From an optimization exercise on the open Yosys and OpenROAD flow, aimed at small area; shortcuts taken in it are not production practice. Only simulation tests tie the RTL to the original design; equivalence was not proved. The flow treats the clock pin as an ideal source. Dropping or thinning the clock tree relies on that and would not hold on a real chip. No activity file was given, so power comes from the tool's default toggle rates.

==> flow/design.v <==
module Student_Project(input [3:0] IO_PB, input [7:0] IO_DSW, input M_CLOCK, input rst,
		       output [7:0] IO_SSEG, output [3:0] IO_SSEGD, output [3:0] F_LED, output IO_SSEG_COL, output [7:0] IO_LED);
assign F_LED = 4'b0000;
assign IO_SSEG_COL = 1'b1;
reg [2:0] c8;
reg [4:0] c25;
reg ph;          
wire t2 = &c8;
wire blank = ~c25[4] & ~c25[3] & ~c25[0];
wire t1 = t2 & ~c25[3] & ~c25[2] & c25[1] & ~c25[0];
wire ap = t2 & ~c25[3] & ~c25[2] & c25[1] & c25[0];
wire [5:0] c25i = c25 + 5'd1;
always @(posedge M_CLOCK) begin
	if (rst) begin
		c8 <= 3'd4;
		c25 <= 5'd6;
	end else begin
		c8 <= c8 + 3'd1;
		if (t2)
			c25 <= {c25i[4:3], c25i[2:0] | {3{c25i[5]}}};
	end
	if (t2)
		ph <= blank | ~ph;
end
reg S;           
reg [2:0] r;     
reg [2:0] p;     
reg L;           
reg eok;         
wire [1:0] sp;
assign sp[0] = r[1]&p[2]&~p[1]&~p[0] | r[0]&p[2]&~p[1]&p[0] | r[2]&~r[1]&r[0]&~p[2]&~p[1] | r[1]&r[0]&~p[0] | ~r[1]&~p[2]&p[0] | ~r[0]&~p[2]&~p[1]&p[0] | r[2]&r[1]&~p[2]&p[1]&~p[0];
assign sp[1] = r[2]&r[1]&r[0]&~p[2]&p[1] | ~r[2]&~r[1]&p[0] | ~r[2]&r[1]&r[0]&~p[1] | r[2]&~r[0]&~p[2]&~p[0] | ~r[0]&p[1]&~p[0] | ~r[1]&~r[0]&~p[2] | p[2]&p[0] | r[2]&~r[1]&r[0]&~p[1];
reg [1:0] sf, sl;
always @* begin
	case (r)
		3'd0: begin sf = 2; sl = 2; end
		3'd1: begin sf = 0; sl = 3; end
		3'd2: begin sf = 0; sl = 2; end
		3'd3: begin sf = 3; sl = 0; end
		3'd4: begin sf = 2; sl = 0; end
		3'd5: begin sf = 3; sl = 3; end
		3'd6: begin sf = 2; sl = 2; end
		default: begin sf = 1; sl = 2; end
	endcase
end
wire [1:0] ci = S ? sp : sf;
wire ok = (IO_PB == ~(4'b1000 >> ci));
wire [2:0] n = p + 3'd1;
always @(posedge M_CLOCK) begin
	if (rst) begin
		S <= 1'b0;
		r <= 3'd0;
		p <= 3'd7;
		L <= 1'b0;
	end else if (t1) begin
		L <= ~S;
		if (!S) begin
			if (n == r) begin
				if (ok) begin
					if (r == 3'd0) begin
						r <= 3'd1;
						p <= 3'd7;
					end else begin
						p <= 3'd1;
						S <= 1'b1;
					end
				end else begin
					p <= 3'd0;
					S <= 1'b1;
				end
			end else
				p <= n;
		end else if (ok) begin
			if (p == r) begin
				r <= r + 3'd1;
				p <= 3'd7;
				S <= 1'b0;
			end else
				p <= n;
		end
	end
	if (t1)
		eok <= ok;
end
reg [3:0] s0, s1;
reg fl;
wire base = L & ((S & (r == 3'd0)) | (~S & (r == 3'd1) & (p == 3'd7)));
wire chk = ~(L & ~S & (p != 3'd7));
wire [3:0] inc = S ? {1'b0, p} : {r == 3'd0, r};
wire nz = (s0 != 4'd0) | (s1 != 4'd0);
wire dec = ~eok & nz;
wire ab = ap & chk & base;
wire ao = ap & chk & ~base;
wire [3:0] sum = s0 + ((ao & eok) ? inc : {4{ao & nz}});
wire cy = ao & eok & sum[3] & (sum[2] | sum[1]);
wire dn = ao & dec & fl;
wire [3:0] s0n = ab ? {~eok, 3'b000} : dn ? 4'd9 : {sum[3] & ~cy, sum[2] ^ (cy & ~sum[1]), sum[1] ^ cy, sum[0]};
wire [3:0] s1n = ab ? {3'b000, eok} : s1 + {dn, dn, dn, cy | dn};
wire fln = ab ? 1'b0 : (ao & ~eok) ? (dec & ~fl & (s0 == 4'd1)) : fl;
always @(posedge M_CLOCK) begin
	if (rst) begin
		s0 <= 4'd0;
		s1 <= 4'd0;
	end else begin
		s0 <= s0n;
		s1 <= s1n;
	end
	fl <= fln;
end
wire [3:0] dig = ph ? s1 : s0;
reg [6:0] sg;
always @*
	case (dig)
		4'd1: sg = 7'b1111001;
		4'd2: sg = 7'b0100100;
		4'd3: sg = 7'b0110000;
		4'd4: sg = 7'b0011001;
		4'd5: sg = 7'b0010010;
		4'd6: sg = 7'b0000010;
		4'd7: sg = 7'b1111000;
		4'd8: sg = 7'b0000000;
		4'd9: sg = 7'b0011000;
		default: sg = 7'b1000000;
	endcase
assign IO_SSEG = {1'b1, blank ? 7'h7F : sg};
assign IO_SSEGD = {blank | ph, blank | ~ph, 2'b11};
wire [1:0] li = S ? sl : sp;
assign IO_LED = {L ? (4'b0001 << li) : 4'b0000, 4'b0000};
endmodule
==> flow/config.mk <==
export PLATFORM = sky130hd
export DESIGN_NAME = Student_Project
export DESIGN_NICKNAME = Student_Project
export VERILOG_FILES = /design/flow/design.v
export SDC_FILE = /design/flow/constraint.sdc
export NUM_CORES = 4
export LEC_CHECK = 0
export CAP_MARGIN = 20
export CORE_MARGIN = 2
export CORE_UTILIZATION = 40
export PLACE_DENSITY = 0.6
export SLEW_MARGIN = 20
==> flow/constraint.sdc <==
create_clock -name core_clock -period 10.0 [get_ports {M_CLOCK}]
set_input_delay 2.0000 -clock core_clock [delete_from_list [all_inputs] [get_ports {M_CLOCK}]]
set_output_delay 2.0000 -clock core_clock [all_outputs]
set_load 0.01 [all_outputs]
standard.sh (not shown) runs the stock make flow with config.mk's settings and CLKGATE_MAP_FILE= SYNTH_SCRIPT=/design/flow/synth_recipe.tcl, a recipe that flattens the netlist after the stock synthesis.
==> flow/flow/run.sh <==
#!/bin/bash
# Standard synthesis, then the combinational logic re-mapped for area (registers
# untouched, result proven equal to the standard netlist), then the standard
# layout with small port buffers and a small clock tree.
set -euo pipefail
R=orfs/results/sky130hd/Student_Project/base
export LIB=$FLOW_HOME/platforms/sky130hd/lib/sky130_fd_sc_hd__tt_025C_1v80.lib
export DONT_USE="$(grep -o 'cell *( *"*sky130_fd_sc_hd__\(lpflow\|probe\)[a-z0-9_]*' $LIB | sed 's/.*(\s*"*//' | sort -u | tr '\n' ' ')"
bash standard.sh synth > 1_standard_synth.log 2>&1
cp $R/1_2_yosys.v std_netlist.v
# candidate ABC scripts: deepsyn with several seeds (two variants), and a
# plain area mapping
printf 'strash\ndch -f\nmap -a\ntopo\n' > abc_0.script
for s in $(seq 1 15); do
	printf '&get -n\n&st\n&deepsyn -T 60 -S %d\n&dch -f\n&nf -R 1000 -p\n&put\n' $s > abc_$s.script
done
for s in $(seq 16 19); do
	printf '&get -n\n&st\n&deepsyn -T 60 -S %d -t\n&dch -f\n&nf -R 1000 -p\n&put\n' $s > abc_$s.script
done
run_one() {
	IN=std_netlist.v OUT=reopt_$1.v ABCSCRIPT=abc_$1.script yosys -c flow/reopt.tcl > 2_reopt_$1.log 2>&1 || true
}
for b in 0 4 8 12 16; do
	for s in $b $((b+1)) $((b+2)) $((b+3)); do run_one $s & done
	wait
done
best=std_netlist.v
besta=1e12
for s in $(seq 0 19); do
	a=$(grep "Chip area for top module '.Student_Project'" 2_reopt_$s.log | tail -1 | awk '{print $NF}' || true)
	[[ -n "$a" && -s reopt_$s.v ]] || continue
	python3 -c "import sys; sys.exit(0 if float('$a') < float('$besta') else 1)" || continue
	if GOLD=std_netlist.v GATE=reopt_$s.v yosys -c flow/equiv.tcl > 3_equiv_$s.log 2>&1; then
		best=reopt_$s.v; besta=$a
	fi
done
echo "chosen netlist: $best ($besta)" > chosen.log
cp $best $R/1_2_yosys.v
rm -f $R/1_synth.odb $R/1_synth.sdc
bash standard.sh POST_CTS_TCL=$PWD/flow/post_cts.tcl POST_FLOORPLAN_TCL=$PWD/flow/post_floorplan.tcl BUFFER_PORTS_ARGS="-buffer_cell sky130_fd_sc_hd__buf_1" \
	CTS_ARGS="-sink_clustering_enable -repair_clock_nets -dont_use_dummy_load -buf_list sky130_fd_sc_hd__clkbuf_8 -root_buf sky130_fd_sc_hd__clkbuf_8 -sink_clustering_size 30 -sink_clustering_max_diameter 500" \
	finish > 4_standard_finish.log 2>&1
Other scripts of this flow, unchanged in this note and not shown: flow/flow/equiv.tcl, flow/flow/post_cts.tcl, flow/flow/post_floorplan.tcl, flow/flow/reopt.tcl
Then changed:
--- a/flow/design.v
+++ b/flow/design.v
@@ -84,7 +84,7 @@
 end
 reg [3:0] s0, s1;
 reg fl;
-wire base = L & ((S & (r == 3'd0)) | (~S & (r == 3'd1) & (p == 3'd7)));
+wire base = L & ((S & (r == 3'd0)) | (~S & (p == 3'd7)));
 wire chk = ~(L & ~S & (p != 3'd7));
 wire [3:0] inc = S ? {1'b0, p} : {r == 3'd0, r};
 wire nz = (s0 != 4'd0) | (s1 != 4'd0);
Result:
- The changed run ran to the end with no violations
- clock skew is about the same
- total power rises by about 0.6%
- via count came out lower by 2.0%
- non-clock buffer count went down by 1
- utilization fell by 0.22 points
- count of clock-buffer cells in the layout is unchanged
- sequential share of layout area came out higher by 0.14 points
- synthesized area barely changes
- first-iteration DRC count increases by 19%
- routed wire length went down by about 1%
- cell area falls by 0.47%
- combinational power grows by about 4%
- maximum frequency rises by about 1.7%
- global-route usage barely changes

## what the ideal ports hide
No port has a modelled driver above. Below, the same layouts with a new extraction and two added sets of constraints.
Step 1 sets driving cells, clkbuf_16 on the clock port and buf_2 on the other inputs (assumed; they add their load-dependent delay and slew).
Step 2 moves the port delays by t, midway between the first and last clock arrival at a register: inputs arrive t later, outputs are due t later. That takes back most of the time a late clock gives input paths.
Slacks: ideal ports / drivers / drivers and shift; pairs: ideal ports / drivers.
run | t (ns) | setup WS [ns] | latest minus earliest clock arrival (ns)
the first run | 0.189 | 5.810 / 5.782 / 5.970 | 0.003 / 0.003
the second run | 0.188 | 5.880 / 5.852 / 6.040 | 0.006 / 0.006
After both steps setup and hold are still met in every run listed.
